Source: an optimization exercise on an open RTL-to-GDS flow (aim: small area, a short achievable clock period and few clock cycles). Production flows keep margins and buffers that such runs may drop. Where RTL was checked, it was by simulation tests only, not by an equivalence proof against the original. Power is estimated from default activity; no workload was simulated.

Design convolution, start of the top module:
module convolution
(
output [4:0] memX_addr,
input      [7:0] dataX,
output [4:0] memY_addr,
input      [7:0] dataY,
input start,
output [15:0] dataZ,
output [5:0] memZ_addr,
output writeZ,
input      [4:0] sizeX,
input      [4:0] sizeY,
input            shape,
output busy,
output done,
input clk,
input rst_n
);
   reg        done_r;     
   reg        act;        
   reg        on;         
   reg        l1, l2, l3, wz;
   reg        f1, f2, f3;
   reg [4:0]  lo;
   reg [4:0]  j, i;
   reg        dir, fst;
   reg [7:0]  xr, yr;
   reg [15:0] ps, pc;
   wire [15:0] ms, mc;
   reg [9:0]  acc_lo;            
   reg [5:0]  acc_hi;            
   reg        cy;
   reg [5:0]  zaddr;
   reg [4:0] lo_t, him1_t;
   reg       empty_t;
   always @(*) begin
      case (sizeX)
         5'd1: lo_t = 5'd29;
         5'd2: lo_t = 5'd29;
         5'd3: lo_t = 5'd30;
         5'd4: lo_t = 5'd30;
         5'd5: lo_t = 5'd31;
         5'd6: lo_t = 5'd31;
         5'd7: lo_t = 5'd0;
         5'd8: lo_t = 5'd0;
         5'd9: lo_t = 5'd1;
  ...
Size in the first run: ~65 I/O pins.
export LEC_CHECK = 0
export ABC_CLOCK_PERIOD_IN_PS = 2500
export CAP_MARGIN = 20
export CORE_MARGIN = 2
export CORE_UTILIZATION = 55
export CTS_BUF_LIST = sky130_fd_sc_hd__clkbuf_8
export PLACE_DENSITY = 0.7
export SETUP_SLACK_MARGIN = 3.2
export SLEW_MARGIN = 20
create_clock -name core_clock -period 6.0 [get_ports {clk}]
standard.sh (not shown) runs the stock make flow with config.mk's settings and CLKGATE_MAP_FILE= SYNTH_SCRIPT=/design/flow/synth_recipe.tcl, a recipe that flattens the netlist after the stock synthesis.
==> flow/flow/run.sh <==
#!/bin/bash
# Own flow: the standard layout, with small buffers on the ports and a lighter clock tree.
export BUFFER_PORTS_ARGS="-buffer_cell sky130_fd_sc_hd__buf_1"
export CTS_ARGS="-sink_clustering_enable -repair_clock_nets -buf_list sky130_fd_sc_hd__clkbuf_8 -dont_use_dummy_load"
bash standard.sh finish > standard.log 2>&1
Testbench counts at the start, summed over its fixed seeds: cycles 40,586.
==> next run, changes <==
Settings changed: SETUP_SLACK_MARGIN 3.2 to 3.4.
Outcome:
- count of clock-buffer cells in the layout is unchanged
- synthesized cell count is unchanged
- via count grows by about 3%
- setup slack gains 35 ps
- global-route usage rises by 0.56 points
- wire length is higher by about 6%
- synthesized area stays the same
- final cell count rose by about 1.4%
- register-to-register slack improves by 30 ps
- die area does not change

* * *

== epsilon ==
convolution, a different RTL version from the one above (not shown whole).
Size: roughly 570 cells after synthesis, roughly 96 flip-flops, ~65 I/O pins, roughly 5700 um2 of cells after synthesis.
Settings: LEC_CHECK=0, ABC_CLOCK_PERIOD_IN_PS=2500, CAP_MARGIN=20, CORE_MARGIN=2, CORE_UTILIZATION=55, CTS_BUF_LIST=sky130_fd_sc_hd__clkbuf_8, PLACE_DENSITY=0.7, SETUP_SLACK_MARGIN=3.3, SLEW_MARGIN=20; clock period 6.0 ns.
Scripts as last shown in full above: flow/flow/run.sh
### epsilon -> delta
- SETUP_SLACK_MARGIN now 3.2, was 3.3
Looking at number of vias in the routed layout across delta and epsilon, the one that comes out higher is epsilon. Re count of maximum capacitance violations: no difference whatsoever between epsilon and delta. Compared with epsilon, in delta cell count lost 1.1%, ratio of final minimum period to clock period lost 0.88 points. Stage delay of the slowest cell on the critical path | delta above epsilon.
Function was not checked in any run of this note: the RTL went through the layout flow alone.

* * *

== run B ==
Another version of the RTL of convolution (not shown whole).
Size in the first run: ~89 flip-flops, roughly 0.0057 sq mm of cells after synthesis.
==> flow/config.mk <==
export PLATFORM = sky130hd
export DESIGN_NAME = convolution
export DESIGN_NICKNAME = convolution
export VERILOG_FILES = /design/flow/design.v
export SDC_FILE = /design/flow/constraint.sdc
export NUM_CORES = 4
export LEC_CHECK = 0
export ABC_CLOCK_PERIOD_IN_PS = 2500
export CAP_MARGIN = 20
export CORE_MARGIN = 2
export CORE_UTILIZATION = 55
export CTS_BUF_LIST = sky130_fd_sc_hd__clkbuf_8
export PLACE_DENSITY = 0.7
export SETUP_SLACK_MARGIN = 2.9
export SLEW_MARGIN = 20
==> flow/constraint.sdc <==
create_clock -name core_clock -period 6.0 [get_ports {clk}]
set_input_delay 1.2000 -clock core_clock [delete_from_list [all_inputs] [get_ports {clk}]]
set_output_delay 1.2000 -clock core_clock [all_outputs]
set_load 0.01 [all_outputs]
Scripts as last shown in full above: flow/flow/run.sh
Testbench counts of run B, summed over its fixed seeds: cycles 40,586.
Input changes introduced in run D (baseline for comparison: run B):
diff --git a/flow/config.mk b/flow/config.mk
--- a/flow/config.mk
+++ b/flow/config.mk
@@ -11 +11 @@
-export CORE_UTILIZATION = 55
+export CORE_UTILIZATION = 40
@@ -13,2 +13,2 @@
-export PLACE_DENSITY = 0.7
-export SETUP_SLACK_MARGIN = 2.9
+export PLACE_DENSITY = 0.6
+export SETUP_SLACK_MARGIN = 3.0
## What came out
- Run D closes out successfully: all stages finished, all timing, DRC and antenna checks passed.
- On net switching fraction of the power, run B and run D are neck and neck.
- Critical path depth (lower): run D
- Number of cells upsized or downsized after cts was higher in the run labelled run D.
- Status: total power divided by cell area parity (run D, run B)
- Run D vs run B: total sequential power down slightly
- Final-layout non-clock buffer area share, run B and run D: higher on run D
- In terms of worst-skew pair later-pin latency, run D and run B differ only marginally.
- | via count of the first global-routing pass | run D vs run B | 27 higher |

* * *

oak:
Starting RTL as in the previous note.
clock: 6.0 ns
lec_check: 0
abc_clock_period_in_ps: 2500
cap_margin: 20
core_margin: 2
core_utilization: 65
cts_buf_list: sky130_fd_sc_hd__clkbuf_8
place_density: 0.8
setup_slack_margin: 3.0
slew_margin: 20
Scripts as last shown in full above: flow/flow/run.sh
Every stage of the flow completed for oak, and the final layout passed the timing, design-rule and antenna checks.
Testbench counts of oak, summed over its fixed seeds: cycles 40,586.
What pine does differently from oak at the input level:
- PLACE_DENSITY now 0.6, was 0.8
- GPL_TIMING_DRIVEN now 0, previously not set
- CORE_UTILIZATION now 40, was 65
### Flow results
Summary of pine over oak: power spent charging and discharging nets neither gained nor lost much, flip-flop and latch count neither gained nor lost much.
pine has completed all stages; timing, DRC and antenna checks passed.
| standard cell core area | pine vs oak | worse |
Input-level comparison between birch and pine:
- setting TNS_END_PERCENT to 50 for the first time
- removing GPL_TIMING_DRIVEN (formerly 0)
- changing CORE_UTILIZATION from 40 to 55
- changing PLACE_DENSITY from 0.6 to 0.7
### Flow results
- Routed wire in birch totals less than in pine.
- In birch, the non-clock buffer count came out about 17% below the value in pine.
- Critical path endpoint = zaddr[5]: pine; critical path endpoint = on: birch
- Taking pine over birch, the cell row count ratio works out to 1.16.
- Looking only at power share of the sequential group, and setting everything else aside, the lower value of pine and birch goes to pine.
- Slowest stage cell on the critical path: sky130_fd_sc_hd__or4_4 -> birch, sky130_fd_sc_hd__or4_1 -> pine
- Going from pine to birch, routed length per instance grew by a few percent.
- What pine reported for area of the die has to be multiplied by 0.74 to get the figure for birch.
What maple does differently from birch at the input level:
- changing TNS_END_PERCENT from 50 to 10
==> comparison <==
- Compared with birch, maple degrades final critical path time including I/O delays and setup.
- birch and maple ended up with nearly the same cell area after layout.
- From maple to birch, synthesized cell count did not move at all.
- Compared to birch, the routing of maple uses more wire.

* * *

Another version of the RTL of convolution (not shown whole).
Size: ~580 cells after synthesis.
export LEC_CHECK = 0
export ABC_CLOCK_PERIOD_IN_PS = 2500
export CAP_MARGIN = 20
export CORE_MARGIN = 2
export CORE_UTILIZATION = 40
export CTS_BUF_LIST = sky130_fd_sc_hd__clkbuf_4
export PLACE_DENSITY = 0.6
export SETUP_SLACK_MARGIN = 3.0
export SLEW_MARGIN = 20
create_clock -name core_clock -period 6.0 [get_ports {clk}]
==> flow/flow/run.sh <==
#!/bin/bash
# Own flow: the standard layout, with small buffers on the ports and a lighter clock tree.
export BUFFER_PORTS_ARGS="-buffer_cell sky130_fd_sc_hd__buf_1"
export CTS_ARGS="-sink_clustering_enable -repair_clock_nets -buf_list sky130_fd_sc_hd__clkbuf_4 -dont_use_dummy_load"
bash standard.sh finish > standard.log 2>&1
Testbench counts at the start, summed over its fixed seeds: cycles 40,586.
Next try:
--- a/flow/flow/run.sh
+++ b/flow/flow/run.sh
@@ -4 +4 @@
-export CTS_ARGS="-sink_clustering_enable -repair_clock_nets -buf_list sky130_fd_sc_hd__clkbuf_4 -dont_use_dummy_load"
+export CTS_ARGS="-sink_clustering_enable -repair_clock_nets -buf_list sky130_fd_sc_hd__clkbuf_8 -dont_use_dummy_load"
--- a/flow/config.mk
+++ b/flow/config.mk
@@ -12 +12 @@
-export CTS_BUF_LIST = sky130_fd_sc_hd__clkbuf_4
+export CTS_BUF_LIST = sky130_fd_sc_hd__clkbuf_8
@@ -14 +14 @@
-export SETUP_SLACK_MARGIN = 3.0
+export SETUP_SLACK_MARGIN = 2.8
Outcome: Flip-flop and latch count does not change; die area stays the same; clock-buffer cell count is unchanged; clock power is higher by 25%; core utilization is lower by 0.67 points; total power is higher by 2.9%.

* * *

Setup of run a:
convolution, a different RTL version from the one above (not shown whole).
Size: roughly 640 cells after synthesis, about 120 flip-flops, about 65 I/O pins.
## convolution
module convolution
(
output [4:0] memX_addr,
input      [7:0] dataX,
output [4:0] memY_addr,
input      [7:0] dataY,
input start,
output [15:0] dataZ,
output [5:0] memZ_addr,
output writeZ,
input      [4:0] sizeX,
input      [4:0] sizeY,
input            shape,
output busy,
output done,
input clk,
input rst_n
);
Settings: LEC_CHECK=0, ABC_CLOCK_PERIOD_IN_PS=2000, CAP_MARGIN=20, CORE_MARGIN=2, CORE_UTILIZATION=40, PLACE_DENSITY=0.6, SETUP_SLACK_MARGIN=4.0, SLEW_MARGIN=20; clock period 6.0 ns.
run.sh (not shown) runs the stock make flow with config.mk's settings and CLKGATE_MAP_FILE= SYNTH_SCRIPT=/design/flow/synth_recipe.tcl, a recipe that flattens the netlist after the stock synthesis.
Stock flow here: none of the scripts above is used.
Run a reached the end of the flow, and the finished layout is clean on the timing, design-rule and antenna checks.
Testbench counts of run a, summed over its fixed seeds: cycles 40,637.
Edits applied to the flow inputs when going from run a to run b:
- SETUP_SLACK_MARGIN changed from 4.0 to 3.5
- CTS_BUF_LIST newly set to sky130_fd_sc_hd__clkbuf_2 sky130_fd_sc_hd__clkbuf_4
- ABC_CLOCK_PERIOD_IN_PS changed from 2000 to 2500
--- outcome ---
Switching component of the power down about 18% in run b wrt run a
Lower time the final worst path needs with I/O delays and setup was reported by run a, not run b.
Compared with run a, run b shows clock-buffer cell count that has gone down by more than 10%.
Going from run a to run b, the amount of wire on met3 after detailed routing was found to have gone down by about 24%.
After synthesis and placement, the instance count of run b is below that of run a.
Met2 wire length delta for run b relative to run a: 980 um lower
Run b — core utilization 8.1 points lower, run a as reference
For the clock tree cell share of total cell area, run b came in 3.0 points lower than run a did.

-- separate check: timing with driven ports --
No port has a modelled driver above. Below, the same layouts with a new extraction and two added sets of constraints.
Step 1 (the two cells are an assumption about what drives the block):
set clk [get_ports {clk}]
set_driving_cell -lib_cell sky130_fd_sc_hd__clkbuf_16 $clk
set_driving_cell -lib_cell sky130_fd_sc_hd__buf_2 [delete_from_list [all_inputs] $clk]
Step 2 times the ports against the registers' clock, not the clock port: input delays grow and output delays shrink by t, the midpoint of the rising clock arrivals with the driver on.
Slacks: ideal / step 1 / step 2; pairs: ideal / step 1.
run | t, ns | slack for setup (ns) | latest minus earliest clock arrival (ns) | worst register clock-pin slew, ns
the first run of note 1 | 0.391 | 3.300 / 3.279 / 2.984 | 0.028 / 0.029 | 0.10 / 0.10
the second run of note 1 | 0.380 | 3.334 / 3.334 / 3.046 | 0.020 / 0.020 | 0.09 / 0.09
epsilon | 0.379 | 3.101 / 3.074 / 2.696 | 0.019 / 0.019 | 0.09 / 0.09
delta | 0.376 | 3.154 / 3.124 / 2.748 | 0.020 / 0.020 | 0.09 / 0.09
run B of note 3 | 0.388 | 2.975 / 2.987 / 2.600 | 0.021 / 0.021 | 0.09 / 0.09
run D of note 3 | 0.390 | 2.988 / 2.981 / 2.591 | 0.032 / 0.032 | 0.09 / 0.09
oak | 0.367 | 2.975 / 2.948 / 2.581 | 0.024 / 0.024 | 0.09 / 0.09
pine | 0.396 | 3.023 / 3.010 / 2.614 | 0.024 / 0.024 | 0.09 / 0.09
birch | 0.384 | 3.039 / 3.011 / 2.627 | 0.018 / 0.018 | 0.08 / 0.08
maple | 0.379 | 3.008 / 3.009 / 2.630 | 0.016 / 0.016 | 0.09 / 0.09
the first run of note 5 | 0.469 | 3.073 / 3.073 / 2.640 | 0.033 / 0.032 | 0.12 / 0.12
the second run of note 5 | 0.383 | 2.939 / 2.939 / 2.609 | 0.023 / 0.022 | 0.08 / 0.08
run a of note 6 | 0.455 | 3.274 / 3.274 / 3.274 | 0.009 / 0.010 | 0.06 / 0.06
run b of note 6 | 0.571 | 3.223 / 3.223 / 3.223 | 0.021 / 0.022 | 0.11 / 0.11
After both steps setup and hold are still met in every run listed. For the first run of note 5, which loses most, drivers alone change the setup slack by 0.000 ns; drivers and shift together by -0.433 ns.
